What follows belongs to an exercise in optimizing a design on an open flow for small area; a production flow would make more cautious choices.
Function was checked by simulation only, so behaviour that the tests miss may differ from the original.

// power
module power #(
    parameter DATA_WIDTH = 32
)(
    input  wire                     clk,
    input  wire                     reset_n,
    input  wire                     s_valid,
    input  wire  [DATA_WIDTH-1:0]   s_data,
    output wire                     s_ready,
    input  wire                     m_ready,
    output wire                     m_valid,
    output wire  [63:0]             m_data
);
Size in the first run: ~5900 cells after synthesis, ~120 flip-flops, about 100 I/O pins.
clock: 11.0 ns
lec_check: 0
cap_margin: 20
core_margin: 2
core_utilization: 65
place_density: 0.75
slew_margin: 20
synth_hierarchical: 1
run.sh (not shown) runs the stock make flow with config.mk's settings and CLKGATE_MAP_FILE= SYNTH_SCRIPT=/design/flow/synth_recipe.tcl, a recipe that flattens the netlist after the stock synthesis.
The baseline passed the timing, DRC and antenna checks.
Change:
--- a/flow/config.mk
+++ b/flow/config.mk
@@ -10,2 +10 @@
-export CORE_UTILIZATION = 65
-export PLACE_DENSITY = 0.75
+export CORE_UTILIZATION = 40
The changed run ran to the end with no violations.
Area after synthesis is unchanged.
Cell count climbs by about 11%.
Die area rose by 62%.
Fmax barely changes.
First-iteration DRC count falls by about 10%.
Synthesized cell count does not change.
Via count drops by about 2%.
Wire length climbs by about 7%.
Worst setup slack is worse by 9.8 ps.
Change:
--- a/flow/config.mk
+++ b/flow/config.mk
@@ -8 +8 @@
-export CAP_MARGIN = 20
+export CAP_MARGIN = 5
@@ -10,2 +10,3 @@
-export CORE_UTILIZATION = 40
-export SLEW_MARGIN = 20
+export CORE_UTILIZATION = 65
+export PLACE_DENSITY = 0.75
+export SLEW_MARGIN = 5
Routed wire length decreases by 6.5%.
Area after synthesis does not change.
Cell area fell by 1.6%.
Worst setup slack is better by 9.8 ps.
Maximum frequency is about the same.
Global-route usage went up by 14 points.
Worst hold slack barely changes.
Sequential share of layout area hardly moves.

Setup of lagoon:
power, a different RTL version from the one above (not shown whole).
For scale: ~5700 cells after synthesis, about 120 flip-flops, ~59000 sq um of cells after synthesis.
Settings: LEC_CHECK=0, CAP_MARGIN=20, CORE_MARGIN=2, CORE_UTILIZATION=40, SLEW_MARGIN=20, SYNTH_HIERARCHICAL=1; clock period 11.0 ns.
standard.sh (not shown) runs the stock make flow with config.mk's settings and CLKGATE_MAP_FILE= SYNTH_SCRIPT=/design/flow/synth_recipe.tcl, a recipe that flattens the netlist after the stock synthesis.
==> flow/flow/run.sh <==
#!/bin/bash
# The standard layout, with one change: the port buffers that global
# placement inserts are buf_1 cells (buffer_ports picks clkdlybuf4s50_1 on
# its own).  Everything else, synthesis included, is standard.sh's.
set -euo pipefail
bash standard.sh 'BUFFER_PORTS_ARGS=-buffer_cell sky130_fd_sc_hd__buf_1' finish > standard_flow.log 2>&1
Setup changes, lagoon to yarrow
- CTS_BUF_LIST now sky130_fd_sc_hd__clkbuf_8, previously not set
==> flow/flow/run.sh <==
#!/bin/bash
# The standard layout (standard.sh, its synthesis unchanged), with two
# changes after synthesis:
#  - the port buffers that global placement inserts are buf_1 cells
#    (buffer_ports picks clkdlybuf4s50_1 on its own);
#  - clock tree synthesis inserts no dummy loads (its arguments are ORFS's
#    own, with the buffer list of config.mk, plus -dont_use_dummy_load).
set -euo pipefail
bash standard.sh 'BUFFER_PORTS_ARGS=-buffer_cell sky130_fd_sc_hd__buf_1' \
  'CTS_ARGS=-sink_clustering_enable -repair_clock_nets -buf_list sky130_fd_sc_hd__clkbuf_8 -dont_use_dummy_load' \
  finish > standard_flow.log 2>&1
[summary]
Diff lagoon..yarrow | number of cells on the critical path | negligible. Going from lagoon to yarrow, the core utilization was found to have gone down by 0.25 points. Per the comparison of yarrow with lagoon, area overhead of the layout relative to synthesis decreased by 0.63 points relative to the old numbers; buffer count excluding the clock tree in the final layout decreased about 1.8%. ~same vias per cell in yarrow and lagoon. Of yarrow and lagoon, the lower count of filler cells inserted in the layout belongs to lagoon. Compared with lagoon, yarrow has less setup slack.
Edits applied to the flow inputs when going from yarrow to harbor:
-- flow/flow/run.sh --
<<< yarrow, line 9
bash standard.sh 'BUFFER_PORTS_ARGS=-buffer_cell sky130_fd_sc_hd__buf_1' \
  'CTS_ARGS=-sink_clustering_enable -repair_clock_nets -buf_list sky130_fd_sc_hd__clkbuf_8 -dont_use_dummy_load' \
  finish > standard_flow.log 2>&1
>>> harbor, line 9
bash standard.sh 'BUFFER_PORTS_ARGS=-buffer_cell sky130_fd_sc_hd__buf_1' \
  'CTS_ARGS=-sink_clustering_enable -repair_clock_nets -buf_list sky130_fd_sc_hd__clkbuf_8 -sink_clustering_size 30 -sink_clustering_max_diameter 100 -dont_use_dummy_load' \
  finish > standard_flow.log 2>&1
## What came out
On post-layout minimum cycle time, yarrow tracks harbor almost exactly. Comparing harbor against yarrow, there is no change at all in length of the first detailed-routing pass in iterations. Highest clock frequency the design can meet came out exactly the same in harbor and yarrow. Sequential share of layout area: yarrow vs harbor identical. From yarrow to harbor, routed wire length did not move at all. For post-place setup slack, yarrow and harbor come out practically identical. Routability congestion estimate from global placement: harbor vs yarrow identical.
Edits applied to the flow inputs when going from harbor to raven:
==> flow/flow/run.sh <==
#!/bin/bash
# The standard layout, with one change: the port buffers that global
# placement inserts are buf_1 cells (buffer_ports picks clkdlybuf4s50_1 on
# its own).  Everything else, synthesis included, is standard.sh's.
set -euo pipefail
bash standard.sh 'BUFFER_PORTS_ARGS=-buffer_cell sky130_fd_sc_hd__buf_1' finish > standard_flow.log 2>&1
[summary]
- Summary of raven over harbor: worst setup slack lower, clock-cell share of area now larger, area growth from synthesis to layout grew by 0.25 points.
- Comparing harbor and raven, the lower relative max-transition margin was measured on harbor.
- Sequential share of layout area delta (raven -> harbor): insignificant
- Delta(smallest hold slack, raven - harbor) > 0
--- input diff raven..quartz ---
- GPL_TIMING_DRIVEN now 0, previously not set
==> flow/flow/run.sh <==
#!/bin/bash
# The standard layout (standard.sh, its synthesis unchanged), with these
# changes after synthesis:
#  - the port buffers that global placement inserts are buf_1 cells
#    (buffer_ports picks clkdlybuf4s50_1 on its own);
#  - clock tree synthesis inserts no dummy loads (its arguments are ORFS's
#    own, with the buffer list of config.mk, plus -dont_use_dummy_load);
set -euo pipefail
bash standard.sh 'BUFFER_PORTS_ARGS=-buffer_cell sky130_fd_sc_hd__buf_1' \
  'CTS_ARGS=-sink_clustering_enable -repair_clock_nets -buf_list sky130_fd_sc_hd__clkbuf_8 -dont_use_dummy_load' \
  PRE_GLOBAL_PLACE_TCL="$PWD/flow/unbuffer.tcl" \
  finish > standard_flow.log 2>&1
==> flow/flow/unbuffer.tcl (new file) <==
# Global placement runs without timing-driven mode here, which would skip
# ORFS's removal of the buffers that synthesis (abc) inserted: remove them.
remove_buffers
quartz | status: complete | timing, DRC, antenna: pass. Measured against each other, quartz and raven differ in multi-input gate share of total cell area, the lower figure coming from quartz. Between quartz and raven, the difference in global-route usage is negligible. The count of non-filler cells in the finished layout number comes out lower for raven vs quartz. quartz vs raven, design area went up by 3.8%.

-- re-timing with driven ports --
How much do the figures lean on ideal ports? The routed layouts below were timed once more, with nothing changed but the port constraints.
Step 1 assumes that a clkbuf_16 drives the clock port and a buf_2 every other input.
Step 2 also shifts input and output timing later by t, the mid clock arrival at the registers, as if the neighbouring blocks saw the same clock.
a / b / c = no drivers / after step 1 / after step 2; a / b = the first two.
| run | t, ns | slack for setup (ns) | worst setup path at the end | worst slew at a driven data input, ns |
|---|---|---|---|---|
| the first run of note 1 | 0.544 | 0.768 / 0.692 / 1.236 | register to output | 0.04 |
| the second run of note 1 | 0.572 | 0.758 / 0.681 / 1.253 | register to output | 0.04 |
| the third run of note 1 | 0.544 | 0.768 / 0.692 / 1.236 | register to output | 0.04 |
| lagoon | 0.559 | 0.505 / 0.427 / 0.987 | register to output | 0.04 |
| yarrow | 0.597 | 0.474 / 0.400 / 0.996 | register to output | 0.04 |
| harbor | 0.597 | 0.474 / 0.400 / 0.996 | register to output | 0.04 |
| raven | 0.611 | 0.439 / 0.366 / 0.977 | register to output | 0.04 |
| quartz | 0.612 | 0.324 / 0.259 / 0.871 | register to output | 0.05 |
After both steps setup and hold are still met in every run listed.
